This is an optimization exercise on Yosys and OpenROAD, whose aim is a short achievable clock period and few clock cycles, not a production implementation. In this exercise RTL edits were held to simulation tests only and were not proved equivalent to the original. Power is estimated from default activity; no workload was simulated.

==> design.v <==
module Register(
    clk,
    rst_n,
    sel_1,
    sel_2,
    write_reg,
    write_data,
    read_data_1,
    read_data_2,
    lo
);
input         clk;
input         rst_n;
input  [31:0] sel_1;          
input  [31:0] sel_2;
input  [4:0]  write_reg;      
input  [31:0] write_data;
output [31:0] read_data_1;
output [31:0] read_data_2;
output [31*9-1:0] lo;          
reg  [31:0] rf [1:31];
wire [31:0] t1 [0:31];
wire [31:0] t2 [0:31];
assign t1[0] = 32'd0;
assign t2[0] = 32'd0;
genvar g;
generate
    for (g = 1; g < 32; g = g + 1) begin : regs
        assign lo[(g-1)*9 +: 9] = rf[g][8:0];
        assign t1[g] = t1[g-1] | ({32{sel_1[g]}} & rf[g]);
        assign t2[g] = t2[g-1] | ({32{sel_2[g]}} & rf[g]);
        always @(posedge clk) begin
            if (~rst_n)
                rf[g] <= 32'd0;
            else if (write_reg == g)
                rf[g] <= write_data;
        end
    end
endgenerate
assign read_data_1 = t1[31];
assign read_data_2 = t2[31];
endmodule
module Control(
    instr,
    op_add,
    op_sub,
    op_and,
    op_or,
    op_slt,
    op_sll,
    op_srl,
    op_imm,
    op_link,
    is_lw,
    is_sw,
    is_beq,
    is_bne,
    is_j,
    is_jal,
    is_jr,
    use_rs,
    use_rt,
    dst
);
input  [31:0] instr;
output op_add, op_sub, op_and, op_or, op_slt, op_sll, op_srl, op_imm, op_link;
output is_lw, is_sw, is_beq, is_bne, is_j, is_jal, is_jr;
output use_rs;       
output use_rt;       
output [4:0] dst;    
wire [5:0] opcode = instr[31:26];
wire [5:0] funct  = instr[5:0];
wire       rtype  = (opcode == 6'h00);
wire r_add = rtype & (funct == 6'h20);
wire r_sub = rtype & (funct == 6'h22);
wire r_and = rtype & (funct == 6'h24);
wire r_or  = rtype & (funct == 6'h25);
wire r_slt = rtype & (funct == 6'h2a);
wire r_sll = rtype & (funct == 6'h00);
wire r_srl = rtype & (funct == 6'h02);
wire r_jr  = rtype & (funct == 6'h08);
wire i_addi = (opcode == 6'h08);
assign is_lw   = (opcode == 6'h23);
assign is_sw   = (opcode == 6'h2b);
assign is_beq  = (opcode == 6'h04);
assign is_bne  = (opcode == 6'h05);
assign is_j    = (opcode == 6'h02);
assign is_jal  = (opcode == 6'h03);
assign is_jr   = r_jr;
assign op_add  = r_add | i_addi;
assign op_sub  = r_sub;
assign op_and  = r_and;
assign op_or   = r_or;
assign op_slt  = r_slt;
assign op_sll  = r_sll;
assign op_srl  = r_srl;
assign op_imm  = i_addi;
assign op_link = is_jal;
wire r_wr = r_add | r_sub | r_and | r_or | r_slt | r_sll | r_srl;
assign dst = is_jal ? 5'd31 :
             r_wr   ? instr[15:11] :
             (i_addi | is_lw) ? instr[20:16] : 5'd0;
assign use_rs = ~(is_j | is_jal);
assign use_rt = rtype | is_beq | is_bne;
endmodule
module ALU(
    in0,
    in1,
    in1x,
    cin,
    shamt,
    op_add,
    op_sub,
    op_and,
    op_or,
    op_slt,
    op_sll,
    op_srl,
    op_link,
    link,
    sum,
    lt,
    other
);
input  [31:0] in0;
input  [31:0] in1;        
input  [31:0] in1x;       
input         cin;        
input  [4:0]  shamt;
input         op_add, op_sub, op_and, op_or, op_slt, op_sll, op_srl, op_link;
input  [31:0] link;
output [31:0] sum;
output        lt;
output [31:0] other;
wire [32:0] sx;
wire [31:0] s = sx[32:1];
KSAdd #(.W(33)) adder(.a({in0, 1'b1}), .b({in1x, cin}), .s(sx));
assign sum   = {32{op_add | op_sub}} & s;
assign lt    = op_slt & ((in0[31] ^ in1[31]) ? in0[31] : s[31]);
assign other = ({32{op_and}}  & (in0 & in1))
             | ({32{op_or}}   & (in0 | in1))
             | ({32{op_sll}}  & (in1 << shamt))
             | ({32{op_srl}}  & (in1 >> shamt))
             | ({32{op_link}} & link);
endmodule
module KSAdd #(parameter W = 32) (
    input  [W-1:0] a,
    input  [W-1:0] b,
    output [W-1:0] s
);
wire [W-1:0] p0 = a ^ b;
wire [W-1:0] gl [0:5];
wire [W-1:0] pl [0:5];
assign gl[0] = a & b;
assign pl[0] = p0;
genvar l, i;
generate
    for (l = 0; l < 5; l = l + 1) begin : lv
        for (i = 0; i < W; i = i + 1) begin : bt
            if (i >= (1 << l)) begin : comb
                assign gl[l+1][i] = gl[l][i] | (pl[l][i] & gl[l][i - (1 << l)]);
                assign pl[l+1][i] = pl[l][i] & pl[l][i - (1 << l)];
            end else begin : pass
                assign gl[l+1][i] = gl[l][i];
                assign pl[l+1][i] = pl[l][i];
            end
        end
    end
endgenerate
assign s = p0 ^ { gl[5][W-2:0], 1'b0 };
endmodule
module IncDec #(parameter W = 20) (
    input  [W-1:0] a,
    output [W-1:0] inc,
    output [W-1:0] dec
);
genvar i;
generate
    for (i = 0; i < W; i = i + 1) begin : bt
        if (i == 0) begin : b0
            assign inc[i] = ~a[i];
            assign dec[i] = ~a[i];
        end else begin : bn
            assign inc[i] = a[i] ^ (&a[i-1:0]);
            assign dec[i] = a[i] ^ ~(|a[i-1:0]);
        end
    end
endgenerate
endmodule
module Fwd (
    input  [31:0] sum,       
    input  [31:0] other,
    input         lt,
    input  [31:0] rdm,       
    input  [31:0] w,         
    input  [31:0] rf,        
    input  [31:0] imm,
    input         s_e, s_ld, s_w, s_rf, s_imm,
    input         inv,
    output [31:0] y
);
assign y = {32{inv}} ^ ( ({32{s_e}}   & (sum | other | { 31'd0, lt }))
                       | ({32{s_ld}}  & rdm)
                       | ({32{s_w}}   & w)
                       | ({32{s_rf}}  & rf)
                       | ({32{s_imm}} & imm) );
endmodule
module Mux4 #(parameter W = 1) (
    input  [W-1:0] d0, d1, d2, d3,
    input  [1:0]   s,
    output [W-1:0] y
);
assign y = s[1] ? (s[0] ? d3 : d2) : (s[0] ? d1 : d0);
endmodule
module Mux64 #(parameter W = 1) (
    input  [64*W-1:0] d,
    input  [5:0]      s,
    output [W-1:0]    y
);
wire [16*W-1:0] l1;
wire [4*W-1:0]  l2;
genvar i;
generate
    for (i = 0; i < 16; i = i + 1) begin : m1
        Mux4 #(.W(W)) m(.d0(d[(4*i)*W +: W]), .d1(d[(4*i+1)*W +: W]),
                        .d2(d[(4*i+2)*W +: W]), .d3(d[(4*i+3)*W +: W]),
                        .s(s[1:0]), .y(l1[i*W +: W]));
    end
    for (i = 0; i < 4; i = i + 1) begin : m2
        Mux4 #(.W(W)) m(.d0(l1[(4*i)*W +: W]), .d1(l1[(4*i+1)*W +: W]),
                        .d2(l1[(4*i+2)*W +: W]), .d3(l1[(4*i+3)*W +: W]),
                        .s(s[3:2]), .y(l2[i*W +: W]));
    end
endgenerate
Mux4 #(.W(W)) m3(.d0(l2[0 +: W]), .d1(l2[W +: W]), .d2(l2[2*W +: W]), .d3(l2[3*W +: W]),
                 .s(s[5:4]), .y(y));
endmodule
module AOMux #(parameter N = 32, W = 7) (
    input  [N*W-1:0] d,
    input  [N-1:0]   sel,
    output [W-1:0]   y
);
wire [W-1:0] t [0:N];
assign t[0] = {W{1'b0}};
genvar k;
generate
    for (k = 0; k < N; k = k + 1) begin : o
        assign t[k+1] = t[k] | ({W{sel[k]}} & d[k*W +: W]);
    end
endgenerate
assign y = t[N];
endmodule
module SingleCycleMIPS( 
    clk,
    rst_n,
    IR_addr,
    IR,
    ReadDataMem,
    CEN,
    WEN,
    A,
    Data2Mem,
    OEN
);
input         clk, rst_n;
input  [31:0] IR;
output [31:0] IR_addr;
input  [31:0] ReadDataMem;  
output        CEN;  
output        WEN;  
output [6:0]  A;  
output [31:0] Data2Mem;  
output        OEN;  
localparam BTB_B = 6;             
localparam BTB_N = 1 << BTB_B;
reg  [31:0] pc;           
reg         d_valid;      
reg  [31:0] d_ir;
reg  [31:0] d_pc;
reg         d_pt;
reg  [11:2] d_ptgt;
reg  [31:0] d_rs_oh, d_rt_oh;     
reg  [31:0] d_rs_sel, d_rt_sel;   
reg         d_fe_a, d_fe_b;       
reg         d_fw_a, d_fw_b;       
reg  [4:0]  d_dst_r;              
reg         d_mem;                
reg         d_stall;              
reg         d_immr;               
reg  [31*7-1:0] d_sums;           
reg  [31:0] d_rs_asel;            
reg         d_fww;                
reg  [6:0]  d_fww_sum;            
reg         d_invr;               
reg         e_valid;      
reg  [31:0] e_a, e_b;     
reg  [31:0] e_bx;         
reg         e_cin;        
reg  [4:0]  e_shamt;
reg  [31:0] e_pc4;
reg  [11:2] e_tgt;        
reg  [19:0] e_jhi;        
reg         e_bcy, e_bs;  
reg         e_pt;         
reg  [11:2] e_ptgt;       
reg  [19:0] e_pchi;       
reg  [4:0]  e_dst;        
reg         e_add, e_sub, e_and, e_or, e_slt, e_sll, e_srl, e_link;
reg         e_lw, e_beq, e_bne, e_j, e_jr;
reg  [31:0] w_res;        
reg  [4:0]  w_dst;        
reg         CEN_r, WEN_r, OEN_r;
reg  [6:0]  A_r;
reg  [31:0] D_r;
assign IR_addr  = pc;
assign CEN      = CEN_r;
assign WEN      = WEN_r;
assign OEN      = OEN_r;
assign A        = A_r;
assign Data2Mem = D_r;
reg              bt_v   [0:BTB_N-1];
reg              bt_j   [0:BTB_N-1];
reg  [1:0]       bt_c   [0:BTB_N-1];
reg  [11:2]      bt_t   [0:BTB_N-1];
reg              bt_p   [0:BTB_N-1];    
wire [BTB_B-1:0] f_bidx = pc[BTB_B+1:2];
wire             f_pt;
wire [11:2]      f_ptgt;
wire [64*11-1:0] bt_all;
genvar bj;
generate
    for (bj = 0; bj < BTB_N; bj = bj + 1) begin : btbr
        assign bt_all[bj*11 +: 11] = { bt_p[bj], bt_t[bj] };
    end
endgenerate
Mux64 #(.W(11)) btbmux(.d(bt_all), .s(f_bidx), .y({ f_pt, f_ptgt }));
wire [31:0]      f_pc4;
wire [29:0]      f_pc4_dec;
IncDec #(.W(30)) pcinc(.a(pc[31:2]), .inc(f_pc4[31:2]), .dec(f_pc4_dec));
assign f_pc4[1:0] = pc[1:0];
wire [31:0]      f_pred = f_pt ? { pc[31:12], f_ptgt, 2'b00 } : f_pc4;
wire [4:0]  f_rs    = IR[25:21];
wire [4:0]  f_rt    = IR[20:16];
wire [31:0] f_rs_oh = 32'd1 << f_rs;
wire [31:0] f_rt_oh = 32'd1 << f_rt;
wire [4:0]  d_dst;
wire        f_fe_a  = d_valid & (d_dst_r != 5'd0) & (f_rs == d_dst_r);
wire        f_fe_b  = d_valid & (d_dst_r != 5'd0) & (f_rt == d_dst_r);
wire        f_mem   = (IR[31:26] == 6'h23) | (IR[31:26] == 6'h2b);
wire [4:0]  f_dst;
wire        f_sub, f_slt, f_imm_op;
Control fctrl(
    .instr(IR),
    .op_add(), .op_sub(f_sub), .op_and(), .op_or(),
    .op_slt(f_slt), .op_sll(), .op_srl(), .op_imm(f_imm_op),
    .op_link(),
    .is_lw(), .is_sw(), .is_beq(), .is_bne(),
    .is_j(), .is_jal(), .is_jr(),
    .use_rs(), .use_rt(),
    .dst(f_dst)
);
wire        f_fw_a  = ~f_fe_a & (e_dst != 5'd0) & (f_rs == e_dst);
wire        f_fw_b  = ~f_fe_b & (e_dst != 5'd0) & (f_rt == e_dst);
wire [31*9-1:0] rf_lo;
wire        f_fww_a = ~f_fe_a & ~f_fw_a & (w_dst != 5'd0) & (f_rs == w_dst);
wire [31*7-1:0] f_sums;
wire [8:0]  f_wws;
genvar ak;
generate
    for (ak = 0; ak < 31; ak = ak + 1) begin : asum
        wire [8:0] sk;
        KSAdd #(.W(9)) oadd(.a(rf_lo[ak*9 +: 9]), .b(IR[8:0]), .s(sk));
        assign f_sums[ak*7 +: 7] = sk[8:2];
    end
endgenerate
KSAdd #(.W(9)) wwadd(.a(w_res[8:0]), .b(IR[8:0]), .s(f_wws));
wire [4:0]  d_rs  = d_ir[25:21];
wire [4:0]  d_rt  = d_ir[20:16];
wire [31:0] d_imm = { {16{d_ir[15]}}, d_ir[15:0] };
wire d_add, d_sub, d_and, d_or, d_slt, d_sll, d_srl, d_imm_op, d_link;
wire d_lw, d_sw, d_beq, d_bne, d_j, d_jal, d_jr, d_use_rs, d_use_rt;
Control ctrl(
    .instr(d_ir),
    .op_add(d_add), .op_sub(d_sub), .op_and(d_and), .op_or(d_or),
    .op_slt(d_slt), .op_sll(d_sll), .op_srl(d_srl), .op_imm(d_imm_op),
    .op_link(d_link),
    .is_lw(d_lw), .is_sw(d_sw), .is_beq(d_beq), .is_bne(d_bne),
    .is_j(d_j), .is_jal(d_jal), .is_jr(d_jr),
    .use_rs(d_use_rs), .use_rt(d_use_rt),
    .dst(d_dst)
);
wire [31:0] d_pc4     = d_pc + 32'd4;
wire [31:0] d_jtarget = { d_pc4[31:28], d_ir[25:0], 2'b00 };
wire [11:0] bt_sx;
wire [10:0] bt_lo = bt_sx[11:1];
KSAdd #(.W(12)) btadd(.a({1'b0, d_pc[11:2], 1'b1}), .b({1'b0, d_ir[9:0], 1'b1}), .s(bt_sx));
wire [31:0] e_sum, e_other;
wire        e_lt;
wire [31:0] e_res = e_sum | e_other | { 31'd0, e_lt };
wire [31:0] e_val = e_lw ? ReadDataMem : e_res;
wire        fe_a  = d_fe_a;
wire        fe_b  = d_fe_b;
wire        fw_a  = d_fw_a;
wire        fw_b  = d_fw_b;
wire [31:0] rf_a, rf_b;
wire [6:0]  rf_addr;
Register mips_reg(
    .clk(clk),
    .rst_n(rst_n),
    .sel_1(d_rs_sel),
    .sel_2(d_rt_sel),
    .write_reg(w_dst),
    .write_data(w_res),
    .read_data_1(rf_a),
    .read_data_2(rf_b),
    .lo(rf_lo)
);
wire        fa_w  = fw_a;
wire        fa_ld = fe_a & e_lw;
wire        fb_w  = fw_b;
wire        fb_ld = fe_b & e_lw;
wire [31:0] d_a, d_b, d_bi, d_bx;
Fwd fwa (.sum(e_sum), .other(e_other), .lt(e_lt), .rdm(ReadDataMem), .w(w_res),
         .rf(rf_a), .imm(d_imm), .s_e(fe_a), .s_ld(fa_ld), .s_w(fa_w),
         .s_rf(1'b1), .s_imm(1'b0), .inv(1'b0), .y(d_a));
Fwd fwb (.sum(e_sum), .other(e_other), .lt(e_lt), .rdm(ReadDataMem), .w(w_res),
         .rf(rf_b), .imm(d_imm), .s_e(fe_b), .s_ld(fb_ld), .s_w(fb_w),
         .s_rf(1'b1), .s_imm(1'b0), .inv(1'b0), .y(d_b));
Fwd fwbi(.sum(e_sum), .other(e_other), .lt(e_lt), .rdm(ReadDataMem), .w(w_res),
         .rf(rf_b), .imm(d_imm), .s_e(fe_b & ~d_immr), .s_ld(fb_ld & ~d_immr),
         .s_w(fb_w & ~d_immr), .s_rf(~d_immr), .s_imm(d_immr), .inv(1'b0), .y(d_bi));
Fwd fwbx(.sum(e_sum), .other(e_other), .lt(e_lt), .rdm(ReadDataMem), .w(w_res),
         .rf(rf_b), .imm(d_imm), .s_e(fe_b & ~d_immr), .s_ld(fb_ld & ~d_immr),
         .s_w(fb_w & ~d_immr), .s_rf(~d_immr), .s_imm(d_immr), .inv(d_invr), .y(d_bx));
wire [8:0]  ld_sum, w_sum;
KSAdd #(.W(9)) ldadd(.a(ReadDataMem[8:0]), .b(d_ir[8:0]), .s(ld_sum));
KSAdd #(.W(9)) wadd(.a(w_res[8:0]), .b(d_ir[8:0]), .s(w_sum));
AOMux #(.N(32), .W(7)) amux(.d({ d_sums, d_ir[8:2] }), .sel(d_rs_asel), .y(rf_addr));
wire [6:0]  d_addr = ({7{fa_ld}} & ld_sum[8:2]) | ({7{fa_w}} & w_sum[8:2])
                   | ({7{d_fww}} & d_fww_sum) | rf_addr;
ALU alu(
    .in0(e_a),
    .in1(e_b),
    .in1x(e_bx),
    .cin(e_cin),
    .shamt(e_shamt),
    .op_add(e_add), .op_sub(e_sub), .op_and(e_and), .op_or(e_or),
    .op_slt(e_slt), .op_sll(e_sll), .op_srl(e_srl),
    .op_link(e_link),
    .link(e_pc4),
    .sum(e_sum),
    .lt(e_lt),
    .other(e_other)
);
wire [19:0] e_pchi_p1, e_pchi_m1;
IncDec #(.W(20)) pchi(.a(e_pchi), .inc(e_pchi_p1), .dec(e_pchi_m1));
wire        e_bsame  = (e_bcy == e_bs);
wire [19:0] e_bhi    = e_bsame ? e_pchi : (e_bcy ? e_pchi_p1 : e_pchi_m1);
wire [31:0] e_atgt   = e_jr ? e_a : { (e_j ? e_jhi : e_bhi), e_tgt, 2'b00 };
wire        e_hi_ok  = e_jr ? (e_a[31:12] == e_pchi) :
                       e_j  ? (e_jhi == e_pchi) : e_bsame;
wire        e_lo_ok  = ((e_jr ? e_a[11:0] : { e_tgt, 2'b00 }) == { e_ptgt, 2'b00 });
wire        e_tgt_ok = e_hi_ok & e_lo_ok;
wire        e_eq     = (e_a == e_b);
wire        e_br     = e_beq | e_bne;
wire        e_taken  = e_j | e_jr | (e_beq & e_eq) | (e_bne & ~e_eq);
wire        redirect = e_valid & ((e_taken != e_pt) | (e_taken & ~e_tgt_ok));
wire [31:0] redir_pc = e_taken ? e_atgt : e_pc4;
reg              u_upd, u_ctl, u_taken, u_br, u_pt;
reg  [BTB_B-1:0] u_bidx;
reg  [11:2]      u_tgt;
always @(posedge clk) begin
    u_upd   <= rst_n & e_valid;
    u_ctl   <= e_br | e_j | e_jr;
    u_br    <= e_br;
    u_taken <= e_taken;
    u_pt    <= e_pt;
    u_bidx  <= e_pc4[BTB_B+1:2] - 1'b1;
    u_tgt   <= e_atgt[11:2];
end
genvar bi;
generate
    for (bi = 0; bi < BTB_N; bi = bi + 1) begin : btbu
        always @(posedge clk) begin
            if (~rst_n) begin
                bt_v[bi] <= 1'b0;
                bt_p[bi] <= 1'b0;
            end else if (u_upd & (u_bidx == bi)) begin
                if (u_ctl & u_taken) begin
                    bt_v[bi] <= 1'b1;
                    bt_p[bi] <= ~u_br | ~bt_v[bi] | bt_j[bi] | (bt_c[bi] != 2'b00);
                    bt_j[bi] <= ~u_br;
                    bt_t[bi] <= u_tgt;
                    if (~bt_v[bi] | bt_j[bi])  bt_c[bi] <= 2'b10;
                    else if (bt_c[bi] != 2'b11) bt_c[bi] <= bt_c[bi] + 2'b01;
                end else if (u_ctl) begin
                    if (bt_c[bi] != 2'b00) bt_c[bi] <= bt_c[bi] - 2'b01;
                    bt_p[bi] <= bt_v[bi] & (bt_j[bi] | (bt_c[bi] == 2'b11));
                end else if (u_pt) begin
                    bt_v[bi] <= 1'b0;
                    bt_p[bi] <= 1'b0;
                end
            end
        end
    end
endgenerate
wire        stall  = d_valid & d_stall;
wire        d_go   = d_valid & ~redirect & ~stall;    
wire [31:0] f_next = redirect ? redir_pc :
                     stall    ? pc       : f_pred;
always @(posedge clk) begin
    if (~rst_n) begin
        pc      <= 32'd0;
        d_valid <= 1'b0;
        e_valid <= 1'b0;
        e_dst   <= 5'd0;
        e_lw    <= 1'b0;
        w_dst   <= 5'd0;
        CEN_r   <= 1'b1;
        WEN_r   <= 1'b1;
        OEN_r   <= 1'b1;
    end else begin
        pc      <= f_next;
        if (redirect)    d_valid <= 1'b0;
        else if (~stall) d_valid <= 1'b1;
        e_valid <= d_go;
        e_dst   <= d_go ? d_dst : 5'd0;
        e_lw    <= d_go & d_lw;
        CEN_r   <= ~(d_go & (d_lw | d_sw));
        WEN_r   <= ~(d_go & d_sw);
        OEN_r   <= ~(d_go & d_lw);
        w_dst   <= e_dst;
    end
end
always @(posedge clk) begin
    if (~stall) begin
        d_ir     <= IR;
        d_pc     <= pc;
        d_pt     <= f_pt;
        d_ptgt   <= f_ptgt;
        d_rs_oh  <= f_rs_oh;
        d_rt_oh  <= f_rt_oh;
        d_rs_sel <= (f_fe_a | f_fw_a) ? 32'd0 : f_rs_oh;
        d_rt_sel <= (f_fe_b | f_fw_b) ? 32'd0 : f_rt_oh;
        d_fe_a   <= f_fe_a;
        d_fe_b   <= f_fe_b;
        d_fw_a   <= f_fw_a;
        d_fw_b   <= f_fw_b;
        d_dst_r  <= f_dst;
        d_mem    <= f_mem;
        d_immr   <= f_imm_op;
        d_sums   <= f_sums;
        d_rs_asel <= (f_fe_a | f_fw_a | f_fww_a) ? 32'd0 : f_rs_oh;
        d_fww    <= f_fww_a;
        d_fww_sum <= f_wws[8:2];
        d_invr   <= f_sub | f_slt;
        d_stall  <= f_mem & f_fe_a & ~d_lw;
    end else begin
        d_rs_sel <= d_fe_a ? 32'd0 : d_rs_oh;
        d_rt_sel <= d_fe_b ? 32'd0 : d_rt_oh;
        d_fe_a   <= 1'b0;
        d_fe_b   <= 1'b0;
        d_fw_a   <= d_fe_a;
        d_fw_b   <= d_fe_b;
        d_stall  <= 1'b0;
        d_fww    <= 1'b0;
    end
    e_a      <= d_a;
    e_b      <= d_bi;
    e_bx     <= d_bx;
    e_cin    <= d_invr;
    e_shamt  <= d_ir[10:6];
    e_pc4    <= d_pc4;
    e_tgt    <= (d_j | d_jal) ? d_ir[9:0] : bt_lo[9:0];
    e_jhi    <= d_jtarget[31:12];
    e_bcy    <= bt_lo[10];
    e_bs     <= d_ir[15];
    e_pt     <= d_pt;
    e_ptgt   <= d_ptgt;
    e_pchi   <= d_pc[31:12];
    e_add    <= d_add;
    e_sub    <= d_sub;
    e_and    <= d_and;
    e_or     <= d_or;
    e_slt    <= d_slt;
    e_sll    <= d_sll;
    e_srl    <= d_srl;
    e_link   <= d_link;
    e_beq    <= d_beq;
    e_bne    <= d_bne;
    e_j      <= d_j | d_jal;
    e_jr     <= d_jr;
    A_r      <= d_addr;
    D_r      <= d_b;
    w_res    <= e_val;
end
endmodule
==> flow/run.sh <==
#!/bin/bash
set -euo pipefail
bash standard.sh synth > synth.log 2>&1
bash standard.sh SETUP_SLACK_MARGIN=6 TNS_END_PERCENT=100 finish > layout.log 2>&1
==> standard.sh <==
#!/bin/bash
# synth_recipe.tcl (not shown) runs the flow's synth.tcl, then flattens the netlist and writes it again
# the make line also repeats each setting of config.mk as NAME=value (left out here)
make -C /OpenROAD-flow-scripts/flow DESIGN_CONFIG=/design/flow/config.mk WORK_HOME=/design/flow/orfs CLKGATE_MAP_FILE= SYNTH_SCRIPT=/design/flow/synth_recipe.tcl "${@:-finish}"
==> config.mk <==
export PLATFORM = sky130hd
export DESIGN_NAME = SingleCycleMIPS
export DESIGN_NICKNAME = SingleCycleMIPS
export VERILOG_FILES = /design/flow/design.v
export SDC_FILE = /design/flow/constraint.sdc
export NUM_CORES = 8
export LEC_CHECK = 0
export CAP_MARGIN = 40
export CORE_MARGIN = 2
export CORE_UTILIZATION = 45
export PLACE_DENSITY = 0.6
export SETUP_SLACK_MARGIN = 5
export SLEW_MARGIN = 40
export SYNTH_HIERARCHICAL = 1
export SYNTH_MINIMUM_KEEP_SIZE = 0
==> constraint.sdc <==
create_clock -name core_clock -period 9.0 [get_ports {clk}]
set_input_delay 1.8000 -clock core_clock [delete_from_list [all_inputs] [get_ports {clk}]]
set_output_delay 1.8000 -clock core_clock [all_outputs]
set_load 0.01 [all_outputs]
==> run notes, run 1 <==
- After detailed placement, the design holds a cell count of ~18000.
- The area growth from synthesis to layout is 15.02%.
- The setup slack of the critical path after layout is between 5 and 6 ns.
- The worst hold path belongs to the class reg -> reg.
- Setup violations remaining at the end of the flow were counted as 0.
- The analysis attributes to cell leakage a power of about 58 nW.
- Of the cells placed in the final design, the portion with a size suffix greater than 1 is between 10% and 20%.
- The mean instance size in the synthesized netlist is 10.03 µm².
- The max-capacitance violation count is 0.
- The wire length of the first global-routing pass is a little over 800 mm.
- The die covers ~330000 µm².
- The data required time at the worst endpoint is between 9 and 10 ns.
- The worst setup skew after layout is between 0.1 and 0.15 ns.
- The clock latency on the worst-skew pair is 0.99 ns.
- The floorplan step set the die height to ~570 µm.
- The type of element capturing the critical path is a flip-flop.
- The post-route clock period utilization is roughly two fifths.
- Subtracting the final worst setup slack from the clock period gives roughly 3.5 ns.
- The register clock-pin slew on the reported worst setup and hold paths is 0.06 ns.
- For flop-to-flop paths, the worst setup slack is around 5.5 ns.
- The number of sinks on the clock net is 2763.
- The number of clock buffers inserted by TritonCTS is between 300 and 400.
- The cell area power density is between 150 and 200 nW/µm².
- The count of input and output buffers is 139.
- The maximum operating frequency is between 200 and 300 MHz.
- The horizontal die dimension is about 570 µm.
- Entering global routing, the biggest net connects approximately 150 pins.
- The worst register-to-register path has a depth of 11.
- The starting DRC count in detailed routing is between 15000 and 20000.
- The number of hold violations in the final report is 0.
- The pre-CTS setup slack is 3.590 ns.
- Setup repair after global routing could not meet its margin everywhere.
- The number of max-slew violations in the final report came to 0.
- The transition at the pin with the smallest max-transition slack is about 0.92 ns.
- TritonCTS built the clock tree.
- The global placement routability congestion is 1.001.
- The DRC violation count after routing is 0.
- The first detailed-routing pass took 10 iterations.
- The area of the core is 320900 µm².
- The average detailed-routed wire length per instance is ~32 µm.
- The average via count per standard cell is ~6.5.
- The number of buffers on the longest clock path is 4.
- The number of top-level design ports is 140.
- The flow ran to the end and the layout has no timing, DRC or antenna violations.
- The hold path depth is 0.
- The count of synthesis-stage warnings from yosys is 18.
- The worst-case IR drop observed on VDD is approximately 0.00017 V.
- Setup total negative slack on the finished layout was measured at 0 ns.
- After floorplanning, the core was divided into 208 placement rows.
- The clock tree root driver cell is clkbuf_16.
- Headroom to the max-slew limit came out at between 30% and 40%.
- The initial cell density of the core is 45.23%.
- Wires add up to between 500 and 600 mm.
- The overall power of the completed layout is about 0.029 W.
- The synthesized instance count is 14470.
- The antenna violation net count after detailed routing is 0.
- The arrival time at the worst endpoint is 4.34 ns.
- The final-stage net count is ~15000.
- The reg-to-reg endpoint is pc[30].
- The category of the most critical setup path is reg -> reg.
- The start point of the worst min-delay path is d_ir[21].
- The type of element launching the critical path is a flip-flop.
- The end point of the most critical hold path is e_jhi[11].
- The number of standard cells in the final layout excluding fillers is between 15000 and 20000.
- The startpoint of the worst-slack reg-to-reg timing path is pc[2].
- The maximum level of the CTS H-tree is 5.
- In this run the worst path has a maximum fanout of 9.
- The placed wire-length estimate after detailed placement is about 390 mm.
- The overall overflow remaining after global route is 0.
- The number of antenna violations at the first check in global routing was between 40 and 50.
- The total routing resource utilization after global routing is 34.97%.
- Summing over every cut layer, the via total after detailed routing is about 120k.
- The number of global-route vias before repair is around 110k.
- The synthesized netlist occupies a cell area of between 100000 and 150000 µm².
## critical path, stage by stage, from the launching register on
cell,delay (ns)
dfxtp_4,0.42
buf_16,0.17
buf_12,0.12
mux4_2,0.50
mux4_2,0.58
mux4_2,0.53
buf_12,0.17
nor2_4,0.12
buf_12,0.15
mux2_4,0.30
a31oi_1,0.17
a221oi_1,0.11
## layer usage
metal  routed length [µm]  GRT usage, %
met5                  239             0
met4                39500         19.06
met3                77770         10.04
met2               247400         50.28
met1               232900         47.24
## cells in the final DEF (no fill, tap or decap), types with 66 or more instances in the layout
master / instances
a22oi_1: 1109
mux4_2: 258
nor2_4: 92
dfxtp_2: 101
buf_6: 111
nor2_1: 331
nor3_1: 153
mux2i_1: 132
clkbuf_16: 337
a21boi_0: 531
a21oi_1: 406
buf_4: 406
o211ai_1: 164
xor2_1: 219
buf_12: 78
dfxtp_4: 73
a22o_1: 79
ha_1: 434
inv_1: 347
dfxtp_1: 1357
edfxtp_1: 1232
a21boi_1: 481
a211oi_1: 66
a222oi_1: 67
xnor2_1: 357
nand4_1: 202
o21ai_0: 491
nand3_1: 352
o21ai_1: 68
nand2b_1: 125
nand2_1: 2504
## power breakdown
| part | internal (W) | leakage (nW) | total [W] | switching [W] |
|---|---|---|---|---|
| combinational | 0.000915 | 28.0 | 0.00246 | 0.00154 |
| sequential | 0.0133 | 24.4 | 0.0136 | 0.000280 |
| clock | 0.00782 | 5.14 | 0.0133 | 0.00552 |
## worst max path at each step
stage | start | endpoint | slack [ns] | depth (start not counted)
after floorplan | IR[22] | d_rs_asel[23] | 5.65 | 8
after global placement | rst_n | bt_t[39][10] | 3.62 | 6
after detailed placement | rst_n | bt_t[39][10] | 3.59 | 6
after CTS | pc[2] | IR_addr[2] | 5.48 | 2
after global routing | pc[2] | pc[30] | 5.45 | 12
final | pc[2] | pc[30] | 5.48 | 11
## area by class of cell
type / count / area (µm²)
well taps: 4305 / 5386
clock buffers: 428 / 8887
inverters: 355 / 1389
multi-input cells: 10090 / 73270
flip-flops and latches: 2763 / 68050
repair inverters: 1 / 8.758
clock inverters: 139 / 1632
repair buffers: 737 / 8240
diodes: 24 / 60.06
fillers: 28480 / 154000
## state kept, by name, summed over array words and instances, names as in the netlist, 32 cells and up
signal,cells
mips_reg.rf,992
w_res,32
bt_c,128
pc,32
e_bx,32
d_ir,32
d_rs_asel,32
D_r,32
d_sums,217
e_b,32
e_a,32
bt_j,64
bt_p,64
bt_t,640
d_pc,32
bt_v,64
## stage by stage
step	hold WS [ns]	area, µm²	util [%]
2_1_floorplan	0.3233	145700	-
5_1_grt	0.3465	166900	52.00
4_1_cts	0.3403	163400	50.93
6_report	0.3402	166900	52.02
3_3_place_gp	0.3252	148200	46.17
3_5_place_dp	0.3269	148600	46.31
## repair_timing
action,in CTS,in global routing
endpoints found under the setup margin,2449,1243
hold buffers,0,0
gates resized for setup,984,430
buffers inserted,136,136
cloned,29,18
pin swaps,93,162
Testbench counts, summed over its fixed seeds: cycles 45,385.
==> inputs of run 2 (changes only) <==
--- a/design.v
+++ b/design.v
@@ -252,2 +252,24 @@
 endmodule
+module Mux32 #(parameter W = 1) (
+    input  [32*W-1:0] d,
+    input  [4:0]      s,
+    output [W-1:0]    y
+);
+wire [8*W-1:0] l1;
+wire [2*W-1:0] l2;
+genvar i;
+generate
+    for (i = 0; i < 8; i = i + 1) begin : m1
+        Mux4 #(.W(W)) m(.d0(d[(4*i)*W +: W]), .d1(d[(4*i+1)*W +: W]),
+                        .d2(d[(4*i+2)*W +: W]), .d3(d[(4*i+3)*W +: W]),
+                        .s(s[1:0]), .y(l1[i*W +: W]));
+    end
+    for (i = 0; i < 2; i = i + 1) begin : m2
+        Mux4 #(.W(W)) m(.d0(l1[(4*i)*W +: W]), .d1(l1[(4*i+1)*W +: W]),
+                        .d2(l1[(4*i+2)*W +: W]), .d3(l1[(4*i+3)*W +: W]),
+                        .s(s[3:2]), .y(l2[i*W +: W]));
+    end
+endgenerate
+assign y = s[4] ? l2[W +: W] : l2[0 +: W];
+endmodule
 module SingleCycleMIPS( 
@@ -273,3 +295,3 @@
 output        OEN;  
-localparam BTB_B = 6;             
+localparam BTB_B = 5;             
 localparam BTB_N = 1 << BTB_B;
@@ -328,3 +350,3 @@
 wire [11:2]      f_ptgt;
-wire [64*11-1:0] bt_all;
+wire [BTB_N*11-1:0] bt_all;
 genvar bj;
@@ -335,3 +357,3 @@
 endgenerate
-Mux64 #(.W(11)) btbmux(.d(bt_all), .s(f_bidx), .y({ f_pt, f_ptgt }));
+Mux32 #(.W(11)) btbmux(.d(bt_all), .s(f_bidx), .y({ f_pt, f_ptgt }));
 wire [31:0]      f_pc4;
==> run 2 against run 1 <==
Still clean on timing, DRC and antenna. Combinational power fell by 22%. Global-route usage is 2.9 points higher. First-iteration DRC count decreased by 13%. Wire length fell by 7.1%. Worst hold slack got worse by 0.0034 ns. Critical path depth decreased by 9. Synthesized cell count fell by 9.5%. Largest cell class unchanged. Largest power group unchanged.
==> run notes, run 2 <==
- The core region is between 200000 and 300000 µm².
- The number of antenna violations at the first check in global routing is 50.
- Counting I/O delays and the setup requirement, the final critical path takes about 3.3 ns.
- The max-capacitance violation count is 0.
- The number of hold violations in the final report is 0.
- The register bank with the most flops is mips_reg.rf.
- The startpoint identified for the worst register-to-register timing path is e_cin.
- The run finished with no timing, DRC or antenna violations.
- The via count is 110600.
- The largest registers in the layout are mips_reg.rf (992), bt_t (320), d_sums (217).
- For met1 alone, demand over resource in global routing was 49.64%.
- STA classifies the critical path startpoint as a flip-flop.
- The register area is roughly 54000 µm².
- Counting every instance in the synthesized netlist gives around 13000.
- The mean instance size in the synthesized netlist is between 9 and 10 µm².
- The final-stage net count is around 13000.
- The min-delay analysis places its worst path in the category reg -> reg.
- The maximum number of pins on one net before global-route repair is 260.
- Clock-pin slew was measured on the worst setup and hold paths at ~0.06 ns.
- The worst hold slack is about 0.34 ns.
- In the post-route analysis, the smallest setup slack over all paths is around 5.7 ns.
- Clock tree synthesis inserted a total of 269 buffers.
- Dividing the detail-routed wire length by the instance count gives 33.23 µm.
- For this run, global-route usage on met3 was measured as 10.20%.
- Counting along the longest clock path gives a buffer depth of 4.
- The cell area that synthesis handed to floorplanning was between 100000 and 150000 µm².
- In this design, the stage delay of the slowest critical-path cell is between 0.3 and 0.4 ns.
- For this block, the initial DRC count from the detailed router was 15740.
- After floorplanning, the core was divided into 193 placement rows.
- The clock tree root driver cell is clkbuf_16.
- The library cell contributing the largest single delay on the critical path is dfxtp_4.
- The number of max-slew violations in the final report is 0.
- The number of flip-flops in the largest register is between 900 and 1000.
- The post-route clock period utilization is between 30% and 40%.
- The number of global-route vias before repair is 103500.
- STA classifies the critical path endpoint as an output pin.
- The tree built by TritonCTS fans out to roughly 2300 sinks.
- The congestion estimate from routability-driven global placement came to ~1.0.
- The data required time at the worst endpoint is 7.20 ns.
- The worst pin sits at a relative slew slack of about 31%.
- For this run the aggregate overflow at the end of global routing stands at 0.
- The number of top-level design ports is 140.
- The count of hold-fix buffers inserted at cts is 0.
- The maximum operating frequency is approximately 300 MHz.
- The horizontal die dimension is between 500 and 600 µm.
- The category of the most critical setup path is reg -> out.
- The utilization of the core after routing is 51.44%.
- The share of post-route cells with drive strength above 1 is ~16%.
- The antenna violation net count after detailed routing is 0.
- Leaving out fill and tap cells, the most frequent cell in the layout is nand2_1.
- The initial cell density of the core is a little under half.
- The top cell types in the final layout, fill and taps aside, are nand2_1, dfxtp_1, a22oi_1.
- The maximum fanout along the worst path is 2.
- Among cell families on the critical path, the largest total delay comes from flip-flops.
- The average via count per standard cell is around 6.6.
- In this run the most used layer during global routing was met2.
- The number of fillers in the final layout is 24750.
- The area of the multi-input gates is between 60000 and 70000 µm².
- The start point of the worst min-delay path is d_pc[1].
- At the worst endpoint, the arrival time is approximately 1.5 ns.
- The start point of the critical path is pc[4].
- The H-tree generated during clock tree synthesis spans 5 levels.
- The static leakage is around 50 nW.
- The total iterations of the first detailed-routing run is 11.
- The signal on the critical path passes through buf_12 > buf_6.
- The critical path contains buffers and inverters numbering 2 combined.
- The placed wire-length estimate after detailed placement is approximately 360 mm.
- The maximum resistive drop on vdd is 0.0001389 V.
- The die is 529.9 µm tall.
- The area enclosed by the die boundary is 280800 µm².
- The DRC violation count after routing is 0.
- The count of input and output buffers is 139.
- The wire length of the first global-routing pass is about 770 mm.
- For this block, the routed nets add up to between 500 and 600 mm of wire.
- Timing analysis after detailed placement gives a worst setup slack of roughly 4.2 ns.
- The final total negative setup slack is 0 ns.
- The Yosys step of the flow raised 18 warnings.
- The worst setup skew after layout is 0.06109 ns.
- For the pin with the worst max-slew slack, the measured transition is roughly 1.0 ns.
- Dividing total power by cell area gives a power density of 170.3 nW/µm².
- The total of endpoints with negative setup slack in the final report is 0.
- Setup repair after global routing could not meet its margin everywhere.
- The met2 capacity usage during global routing is a little over half.
- The area added between synthesis and finish is 13.96%.
- The clock latency on the worst-skew pair is 0.92 ns.
- In the global route stage, overall resource usage came out at 37.89%.
- TritonCTS built the clock tree.
## run 2: power by group
| part | internal [W] | switching (W) | leakage, nW | total, W |
|---|---|---|---|---|
| Clock | 0.00640 | 0.00464 | 4.27 | 0.0110 |
| Combinational | 0.000748 | 0.00118 | 25.8 | 0.00193 |
| Sequential | 0.0109 | 0.000311 | 20.1 | 0.0112 |
| Total | 0.0180 | 0.00613 | 50.2 | 0.0242 |
## run 2: timing repair
item	in CTS	in global routing
pin swaps	96	138
setup endpoints to repair	1204	805
setup buffers	147	51
resized for setup	986	409
gates cloned	15	13
## run 2: area by class of cell
type | count | area share (%)
Multi-Input combinational cell | 9388 | 47.18
Inverter | 241 | 0.6580
Antenna cell | 18 | 0.03175
Timing Repair inverter | 1 | 0.006174
Tap cell | 3705 | 3.268
Clock buffer | 377 | 5.411
Sequential cell | 2282 | 38.23
Clock inverter | 103 | 0.7180
Timing Repair Buffer | 602 | 4.493
## run 2: worst register-to-register path: stages (launching register included)
cell and delay (ns):
dfxtp_2 0.32, ha_4 0.16, fa_2 0.36, a21o_1 0.20, a221o_1 0.39, a21oi_4 0.32
buf_6 0.15, o21a_4 0.16, mux2i_1 0.09, nor4_2 0.38, nor2b_4 0.30, o21ai_2 0.11
nand3_1 0.13, xor2_1 0.15
## run 2: final timing paths
check | end | slack, ns | depth (start not counted)
worst min-delay path | e_pc4[1] | 0.34 | 0
worst max-delay path | IR_addr[4] | 5.66 | 2
worst min register to register | e_pc4[1] | 0.34 | 0
worst max register to register | D_r[23] | 5.75 | 13
## run 2: layer usage
metal | vias to the layer above | part of all wire, %
li1 | 47100 | -
met1 | 54210 | 38
met2 | 7477 | 42
met3 | 1749 | 12
met4 | 16 | 7.9
met5 | - | 0.017
## run 2: stage by stage
stage                     instances  instance area (µm²)  power [W]
after floorplan               13120               125000    0.01226
after global placement        15980               126700    0.01301
after detailed placement      15990               127100    0.01303
after CTS                     16630               139400    0.02403
after global routing          16710               141800    0.02467
final                         16720               141900    0.02416
Testbench counts of run 2, summed over its fixed seeds: cycles 45,675.
==> inputs of run 3 (changes only) <==
--- a/design.v
+++ b/design.v
@@ -326,2 +326,3 @@
 reg         e_pt;         
+reg         e_skip1;      
 reg  [11:2] e_ptgt;       
@@ -368,4 +369,5 @@
 wire [4:0]  d_dst;
-wire        f_fe_a  = d_valid & (d_dst_r != 5'd0) & (f_rs == d_dst_r);
-wire        f_fe_b  = d_valid & (d_dst_r != 5'd0) & (f_rt == d_dst_r);
+wire        skipsq;
+wire        f_fe_a  = d_valid & ~skipsq & (d_dst_r != 5'd0) & (f_rs == d_dst_r);
+wire        f_fe_b  = d_valid & ~skipsq & (d_dst_r != 5'd0) & (f_rt == d_dst_r);
 wire        f_mem   = (IR[31:26] == 6'h23) | (IR[31:26] == 6'h2b);
@@ -488,5 +490,6 @@
 wire        e_taken  = e_j | e_jr | (e_beq & e_eq) | (e_bne & ~e_eq);
-wire        redirect = e_valid & ((e_taken != e_pt) | (e_taken & ~e_tgt_ok));
+assign      skipsq   = e_valid & e_skip1 & e_taken & ~e_pt & d_valid & ~d_pt & ~d_stall;
+wire        redirect = e_valid & ((e_taken != e_pt) | (e_taken & ~e_tgt_ok)) & ~skipsq;
 wire [31:0] redir_pc = e_taken ? e_atgt : e_pc4;
-reg              u_upd, u_ctl, u_taken, u_br, u_pt;
+reg              u_upd, u_ctl, u_taken, u_br, u_pt, u_skip1;
 reg  [BTB_B-1:0] u_bidx;
@@ -499,2 +502,3 @@
     u_pt    <= e_pt;
+    u_skip1 <= e_skip1;
     u_bidx  <= e_pc4[BTB_B+1:2] - 1'b1;
@@ -512,3 +516,4 @@
                     bt_v[bi] <= 1'b1;
-                    bt_p[bi] <= ~u_br | ~bt_v[bi] | bt_j[bi] | (bt_c[bi] != 2'b00);
+                    bt_p[bi] <= ~u_br | (u_skip1 ? (bt_v[bi] & ~bt_j[bi] & (bt_c[bi] >= 2'b10))
+                                                 : (~bt_v[bi] | bt_j[bi] | (bt_c[bi] != 2'b00)));
                     bt_j[bi] <= ~u_br;
@@ -519,3 +524,3 @@
                     if (bt_c[bi] != 2'b00) bt_c[bi] <= bt_c[bi] - 2'b01;
-                    bt_p[bi] <= bt_v[bi] & (bt_j[bi] | (bt_c[bi] == 2'b11));
+                    bt_p[bi] <= bt_v[bi] & (bt_j[bi] | (~u_skip1 & (bt_c[bi] == 2'b11)));
                 end else if (u_pt) begin
@@ -529,3 +534,3 @@
 wire        stall  = d_valid & d_stall;
-wire        d_go   = d_valid & ~redirect & ~stall;    
+wire        d_go   = d_valid & ~redirect & ~stall & ~skipsq;    
 wire [31:0] f_next = redirect ? redir_pc :
@@ -600,2 +605,3 @@
     e_pt     <= d_pt;
+    e_skip1  <= (d_beq | d_bne) & (d_ir[15:0] == 16'd1);
     e_ptgt   <= d_ptgt;
==> run 3 against run 2 <==
Core utilization rose by 1.6 points. Via count rose by 1.9%. Die area rose by 1.1%. Sequential cell count rose by 2. Wire length rose by 0.30%. Setup slack got worse by 0.16 ns. Non-clock buffer count rose by 126. Critical path depth rose by 1. Fmax fell by 4.6%. Power rose by 0.40%. First-iteration DRC count fell by 0.75%. Worst hold slack improved by 0.0017 ns.
==> run notes, run 3 <==
- Summing every instance area after synthesis gives about 130000 µm².
- The floorplan die height is about 530 µm.
- The number of standard cells in the final layout excluding fillers is ~17000.
- The data required time at the worst endpoint is just over 7 ns.
- Each instance of the synthesized netlist takes up on average roughly 9.4 µm².
- The maximum level of the CTS H-tree is 5.
- The power share of the combinational group is under 10%.
- The clock reaches the later pin of the worst-skew pair after roughly 0.95 ns.
- Synthesis produced around 13000 cells.
- For the worst flop-to-flop path, the logic depth is 13.
- The first global-routing pass estimated 769.6 mm of wire.
- The global placement routability congestion is 1.019.
- In this run the clock root is driven by a clkbuf_16.
- Input and output buffers added on the ports amount to roughly 140.
- Among all stages on the critical path, the largest delay is contributed by dfxtp_4.
- Counting flops per register, the top entry is mips_reg.rf.
- The start point of the critical path is pc[2].
- Compared with the post-synthesis result, the final layout area differs by 17.55%.
- The cell area power density is roughly 160 nW/µm².
- The number of max-slew violations in the final report is 0.
- The final routed wirelength across all metal layers is ~560 mm.
- The area of the core is between 200000 and 300000 µm².
- The worst setup skew after layout is ~0.070 ns.
- The post-route clock period utilization is ~40%.
- The net count of the finished layout is around 14000.
- In this run, post-CTS hold repair placed 0 buffers.
- The type of element capturing the critical path is an output pin.
- The clock period could shrink to around 3.5 ns.
- The run finished with no timing, DRC or antenna violations.
- Along the worst path, the maximum fanout reaches 2.
- Entering global routing, the biggest net connects between 150 and 200 pins.
- The worst hold path begins at d_ir[22].
- The first routing iteration left 15620 violations.
- TritonCTS built the clock tree.
- No sink is reached through more buffers than the 4 on the longest clock path.
- In this run the critical register-to-register path is captured at e_b[27].
- The highest cell delay on the worst timing path is about 0.38 ns.
- The detailed router placed between 100k and 150k vias in this run.
- Headroom to the max-slew limit came out at 13.97%.
- The number of core rows is approximately 190.
- The total instance count after detailed placement is ~16000.
- The analysis attributes to net switching a power of between 0.006 and 0.007 W.
- The total routing resource utilization after global routing is 37.09%.
- The tool flagged a number of max-cap violations equal to 0.
- The number of hold violations in the final report is 0.
- The critical path goes through buf_16 > buf_16 > buf_6.
- The most numerous cell on the critical path is buf_16.
- Setup violations remaining at the end of the flow were counted as 0.
- The floorplan step defined a die boundary enclosing about 280000 µm².
- The overall overflow remaining after global route is 0.
- The largest registers in the layout are mips_reg.rf (992), bt_t (320), d_sums (217).
- Across the VDD grid, the largest voltage drop is ~0.00016 V.
- The DRC violation count after routing is 0.
- The worst setup path is launched from a flip-flop.
- Based on the critical path, the design can be clocked at up to approximately 290 MHz.
- The number of top-level design ports is between 100 and 150.
- The first detailed-routing pass took 12 iterations.
- Setup repair after global routing could not meet its margin everywhere.
- Dividing the detail-routed wire length by the instance count gives roughly 33 µm.
- The average via count per standard cell is 6.581.
- The horizontal die dimension is 532.9 µm.
- The share of total power consumed by net switching is 25.90%.
- In the layout the commonest cells are nand2_1, dfxtp_1, a22oi_1.
- The buffers plus inverters on the worst setup path is 3.
- The clock net in this run drives a total of between 2000 and 2500 sinks.
- The internal power is around 0.018 W.
- The arrival time at the worst endpoint is 1.70 ns.
- The register with the most flip-flops in the layout has ~1000 of them.
- Buffers inserted during clock tree synthesis total approximately 270.
- The final total negative setup slack is 0 ns.
- The library cell used most frequently in the layout, excluding fill and tap cells, is nand2_1.
- The transition at the pin with the smallest max-transition slack is roughly 1.3 ns.
- Yosys printed 18 warnings.
- The sequential fraction of design power is between 40% and 50%.
- The number of antenna violations at the first check in global routing is 53.
- After clock tree synthesis, the clock-pin slew on the worst setup and hold paths is 0.06 ns.
- The startpoint identified for the worst register-to-register timing path is e_cin.
- Cells with a size suffix above 1 make up between 10% and 20% of the layout.
- Once detailed placement completed, the half-perimeter wirelength came to around 370 mm.
- The clock share of power is 45.4%.
- The worst hold path terminates at e_jhi[12].
- The number of global-route vias before repair is around 100k.
- The antenna violation net count after detailed routing is 0.
- The static leakage is around 53 nW.
- Along the worst hold path, the cell count comes to 0.
- The dominant delay contributor by cell family on the critical path is buffers and inverters.
- The category of the most critical setup path is reg -> out.
- For this configuration, the core starts out at a cell density of between 40% and 50%.
- The kind of path behind the tightest hold check is reg -> reg.
- The setup check on the worst reg-to-reg path leaves a slack of about 5.6 ns.
## run 3: what timing repair did
item	in CTS	in global routing
endpoints found under the setup margin	1158	912
resized for setup	1131	618
pin swaps	161	308
gates cloned	23	16
buffers inserted	176	89
## run 3: power groups by stage
stage          Clock (W)  Sequential [W]  Combinational, W
2_1_floorplan          0          0.0112           0.00101
3_3_place_gp           0          0.0114           0.00166
3_5_place_dp           0          0.0114           0.00168
4_1_cts           0.0111          0.0111           0.00191
5_1_grt           0.0115          0.0111           0.00218
6_report          0.0110          0.0111           0.00213
## run 3: how the worst max path moves through the flow
stage,end,slack (ns),cells past startpoint
final,IR_addr[2],5.50,3
after global routing,IR_addr[2],5.47,3
after CTS,IR_addr[2],5.46,3
after detailed placement,d_rs_asel[16],4.28,7
after global placement,pc[21],4.23,8
after floorplan,d_rs_asel[28],5.72,9
## run 3: final cells by class
| cell class | count | area (µm²) |
|---|---|---|
| fill | 24420 | 130900 |
| multi-input combinational | 9628 | 71490 |
| sequential | 2284 | 54190 |
| timing repair buffer | 728 | 7891 |
| clock buffer | 363 | 7457 |
| tap | 3724 | 4659 |
| clock inverter | 113 | 1222 |
| inverter | 257 | 992.2 |
| antenna | 23 | 57.56 |
## run 3: routing by layer
layer	up-vias	track usage [%]	wire length, µm	share of wire (%)
li1	48290	-	-	-
met1	55320	47.90	212400	38
met2	7341	55.11	237700	43
met3	1677	9.553	64380	12
met4	32	23.50	42430	7.6
met5	-	0	321	0.058
## run 3: metrics by stage
stage	hold slack (ns)	util, %	setup slack, ns	instance area [µm²]	power [W]
floorplan	0.3233	-	5.718	127900	0.01226
global placement	0.3252	46.56	4.234	129800	0.01302
detailed placement	0.3269	46.79	4.277	130500	0.01304
CTS	0.3363	51.82	5.463	144500	0.02411
global route	0.3427	53.04	5.472	147900	0.02480
finish	0.3386	53.05	5.504	148000	0.02426
Testbench counts of run 3, summed over its fixed seeds: cycles 45,293.
==> inputs of run 4 (changes only) <==
--- a/design.v
+++ b/design.v
@@ -274,2 +274,24 @@
 endmodule
+module Add3 #(parameter W = 9) (
+    input  [W-1:0] a,
+    input  [W-1:0] b,
+    input  [W-1:0] c,
+    input          cin,
+    output [W-1:0] s
+);
+wire [W-1:0] x = a ^ b ^ c;
+wire [W-1:0] y = { (a[W-2:0] & b[W-2:0]) | (a[W-2:0] & c[W-2:0]) | (b[W-2:0] & c[W-2:0]), cin };
+KSAdd #(.W(W)) add(.a(x), .b(y), .s(s));
+endmodule
+module OutReg #(parameter W = 32) (
+    input              clk,
+    input              rst_n,
+    input      [W-1:0] d,
+    output reg [W-1:0] q
+);
+always @(posedge clk) begin
+    if (~rst_n) q <= {W{1'b0}};
+    else        q <= d;
+end
+endmodule
 module SingleCycleMIPS( 
@@ -337,3 +359,2 @@
 reg  [31:0] D_r;
-assign IR_addr  = pc;
 assign CEN      = CEN_r;
@@ -462,3 +483,7 @@
 AOMux #(.N(32), .W(7)) amux(.d({ d_sums, d_ir[8:2] }), .sel(d_rs_asel), .y(rf_addr));
+wire [8:0]  e_osum;
+Add3 #(.W(9)) eadd(.a(e_a[8:0]), .b(e_bx[8:0]), .c(d_ir[8:0]), .cin(e_cin), .s(e_osum));
+wire        fa_alu = fe_a & ~e_lw;
 wire [6:0]  d_addr = ({7{fa_ld}} & ld_sum[8:2]) | ({7{fa_w}} & w_sum[8:2])
+                   | ({7{fa_alu}} & e_osum[8:2])
                    | ({7{d_fww}} & d_fww_sum) | rf_addr;
@@ -537,2 +562,3 @@
                      stall    ? pc       : f_pred;
+OutReg #(.W(32)) pc_out(.clk(clk), .rst_n(rst_n), .d(f_next), .q(IR_addr));
 always @(posedge clk) begin
@@ -583,3 +609,3 @@
         d_invr   <= f_sub | f_slt;
-        d_stall  <= f_mem & f_fe_a & ~d_lw;
+        d_stall  <= f_mem & f_fe_a & ~d_lw & ~d_add & ~d_sub;
     end else begin
==> run 4 against run 3 <==
Critical endpoint is now pc_out.q[30]. Synthesized area is 0.71% higher. Sequential power hardly changed. Via count is 0.22% lower.
==> run notes, run 4 <==
- The type of element capturing the critical path is a flip-flop.
- The share of total power dissipated in the clock network is 46.3%.
- Power spread over the standard cell area amounts to between 150 and 200 nW/µm².
- The via count is around 110k.
- The maximum level of the CTS H-tree is 5.
- The CTS tree is done.
- The wire length of the first global-routing pass is 768.0 mm.
- Headroom to the max-slew limit came out at between 30% and 40%.
- The number of sinks on the clock net is between 2000 and 2500.
- Combinational logic is responsible for 8.4% of the overall power.
- The sequential fraction of design power is 45.2%.
- The register clock-pin slew on the reported worst setup and hold paths is 0.06 ns.
- For this configuration, the core starts out at a cell density of a little under half.
- The area of the core is between 200000 and 300000 µm².
- The number of antenna violations at the first check in global routing was between 40 and 50.
- The total routing resource utilization after global routing is 36.73%.
- The most common cell after layout, fill and taps aside is nand2_1.
- Across the VDD grid, the largest voltage drop is roughly 0.00016 V.
- The dominant delay contributor by cell family on the critical path is multiplexers.
- For this design, the CTS-stage hold fixing added 0 buffers.
- Routability-driven placement finished with a final weighted congestion of roughly 1.
- The share of post-route cells with drive strength above 1 is 16.30%.
- Counting flops per register, the top entry is mips_reg.rf.
- The share of total power consumed by net switching is 25.18%.
- The number of fillers in the final layout is 24880.
- The horizontal die dimension is roughly 530 µm.
- The average via count per standard cell is roughly 6.6.
- Max-cap violations in this run came to 0.
- Walking the worst path, the cells encountered are buf_12 > mux4_2 > mux4_2 > mux2_4 > nor2_4 > buf_12 > buf_6 > buf_16 > mux2i_2 > mux2i_1 > and2_2.
- The critical path contains buffers and inverters numbering 4 combined.
- The count of synthesis-stage warnings from yosys is 19.
- The logic depth of the worst register-to-register path is 11.
- The post-route clock period utilization is a little under two fifths.
- The clock tree root driver cell is clkbuf_16.
- During placement, the flow inserted port buffers numbering roughly 140.
- The run finished with no timing, DRC or antenna violations.
- The first routing iteration left 16490 violations.
- The worst hold path was traced through 0 stages.
- The number of max-slew violations in the final report is 0.
- The area enclosed by the die boundary is roughly 290000 µm².
- The final routed wirelength across all metal layers is approximately 550 mm.
- Each instance of the synthesized netlist takes up on average 9.469 µm².
- The average detailed-routed wire length per instance is roughly 32 µm.
- The clock passes through at most 4 buffers.
- The area growth from synthesis to layout is 14.91%.
- Clock skew on the completed layout was measured at approximately 0.08 ns.
- The number of top-level design ports is 140.
- The number of global-route vias before repair is about 100k.
- Summed over all failing endpoints, the final setup total negative slack is 0 ns.
- The maximum number of pins on one net before global-route repair is between 100 and 150.
- The category of the most critical setup path is reg -> reg.
- The highest cell delay on the worst timing path is slightly below 0.6 ns.
- The count of cell instances traversed by the critical path is 11.
- The data required time at the worst endpoint is 9.84 ns.
- The total iterations of the first detailed-routing run is 8.
- The register with the most flip-flops in the layout has slightly below 1000 of them.
- The design draws approximately 0.025 W.
- The smallest clock period supported by the final layout is computed as ~3.3 ns.
- Summed over all nets, the half-perimeter wirelength after detailed placement is ~360 mm.
- The overall overflow remaining after global route is 0.
- The slowest stage of the critical path is the mux4_2 cell.
- Synthesis produced about 13000 cells.
- The top cell types in the final layout, fill and taps aside, are nand2_1, dfxtp_1, a22oi_1.
- Clock latency on the worst-skew pair, taken at its later pin, is 0.94 ns.
- The synthesized netlist occupies a cell area of ~130000 µm².
- The antenna violation net count after detailed routing is 0.
- The die is about 530 µm tall.
- Static timing analysis puts the maximum clock frequency at 302.2 MHz.
- The largest registers in the layout are mips_reg.rf (992), bt_t (320), d_sums (217).
- Setup repair after global routing could not meet its margin everywhere.
- Setup violations remaining at the end of the flow were counted as 0.
- Once placement finished, the instance area stood at approximately 130000 µm².
- The number of hold violations in the final report is 0.
- The arrival time at the worst endpoint is approximately 4.1 ns.
- In this run the worst path has a maximum fanout of 5.
- The internal power is around 0.019 W.
- The worst setup path is launched from a flip-flop.
- The final non-filler cell area is roughly 150000 µm².
- In this run the core area contains 194 standard-cell rows.
- The net switching power of the design is about 0.0063 W.
- The kind of path behind the tightest hold check is reg -> reg.
- For this run, the post-layout net count is about 14000.
- Summed over all cells, the static leakage comes to around 52 nW.
- In the routed design, unresolved DRC markers number 0.
- The transition at the pin with the smallest max-transition slack is 0.9794 ns.
- Buffers inserted during clock tree synthesis total 271.
## run 4: power groups by stage
stage | clock network (W) | registers, W | logic, W
floorplan | 0 | 0.0114 | 0.00105
global placement | 0 | 0.0115 | 0.00166
detailed placement | 0 | 0.0116 | 0.00168
CTS | 0.0117 | 0.0113 | 0.00189
global route | 0.0120 | 0.0113 | 0.00217
finish | 0.0116 | 0.0113 | 0.00211
## run 4: layout make-up
type	instances	area (µm²)	share of cell area, %
Multi-Input combinational cell	9600	68740	47.19
Sequential cell	2316	54850	37.65
Clock buffer	363	7639	5.244
Timing Repair Buffer	651	7122	4.889
Tap cell	3724	4659	3.199
Clock inverter	121	1548	1.063
Inverter	271	1054	0.7233
Antenna cell	23	57.56	0.03951
## run 4: metal layers
layer | global-route usage (%) | vias up | wire, µm
li1 | - | 48220 | -
met1 | 48.30 | 54950 | 211800
met2 | 53.71 | 7549 | 232400
met3 | 10.06 | 1664 | 68320
met4 | 22.11 | 32 | 39150
met5 | 0 | - | 331
## run 4: worst reg2reg max path, delay by kind of cell, from the launching register on
family,cells,cell delay (ns)
buffers and inverters,4,0.54
flip-flops,1,0.45
multiplexers,5,1.88
AND/OR/NAND/NOR,2,0.35
## run 4: repair_timing
action	in CTS	in global routing
pin swaps	90	152
setup buffers	108	79
endpoints found under the setup margin	1432	987
resized for setup	1012	494
cloned	32	10
## run 4: stage by stage
step                worst slack (ns)  utilization, %  hold WS [ns]  instances
global placement               4.027           46.16        0.3244      16320
floorplan                      5.684               -        0.3233      13410
finish                         5.691           52.05        0.3198      17070
global route                   5.676           52.04        0.3484      17060
detailed placement             4.031           46.30        0.3269      16330
CTS                            5.703           50.97        0.3316      16960
## run 4: final timing paths
kind	from	slack (ns)	to
worst min-delay path	d_ptgt[11]	0.32	e_ptgt[11]
worst min register to register	d_ptgt[11]	0.32	e_ptgt[11]
worst max-delay path	pc[2]	5.69	pc_out.q[30]
worst max register to register	pc[2]	5.69	pc_out.q[30]
Testbench counts of run 4, summed over its fixed seeds: cycles 45,109.

afterwards: timing with drivers on the ports:
The flow's constraints put no driver on any port. The routed layouts listed below were extracted and timed again, unchanged, in two steps.
Step 1, drivers: a clkbuf_16 drives clk and a buf_2 each remaining input, both assumed.
Step 2, shift: input delay + t, output delay - t, t = (earliest + latest rising clock arrival at the registers) / 2. This alone moves slack from input paths to output paths.
Slacks: ideal / step 1 / step 2; pairs: ideal / step 1.
run | t, ns | setup slack, ns | worst data-port slew with drivers (ns)
run 1 | 1.058 | 5.482 / 5.369 / 4.814 | 0.27
run 2 | 0.999 | 5.664 / 5.565 / 4.887 | 0.27
run 3 | 1.010 | 5.504 / 5.407 / 5.017 | 0.22
run 4 | 0.998 | 5.691 / 5.652 / 4.868 | 0.33
After both steps setup and hold are still met in every run listed. The setup slack of run 4, which loses most, moves by -0.039 ns with the drivers and by -0.823 ns with both steps.
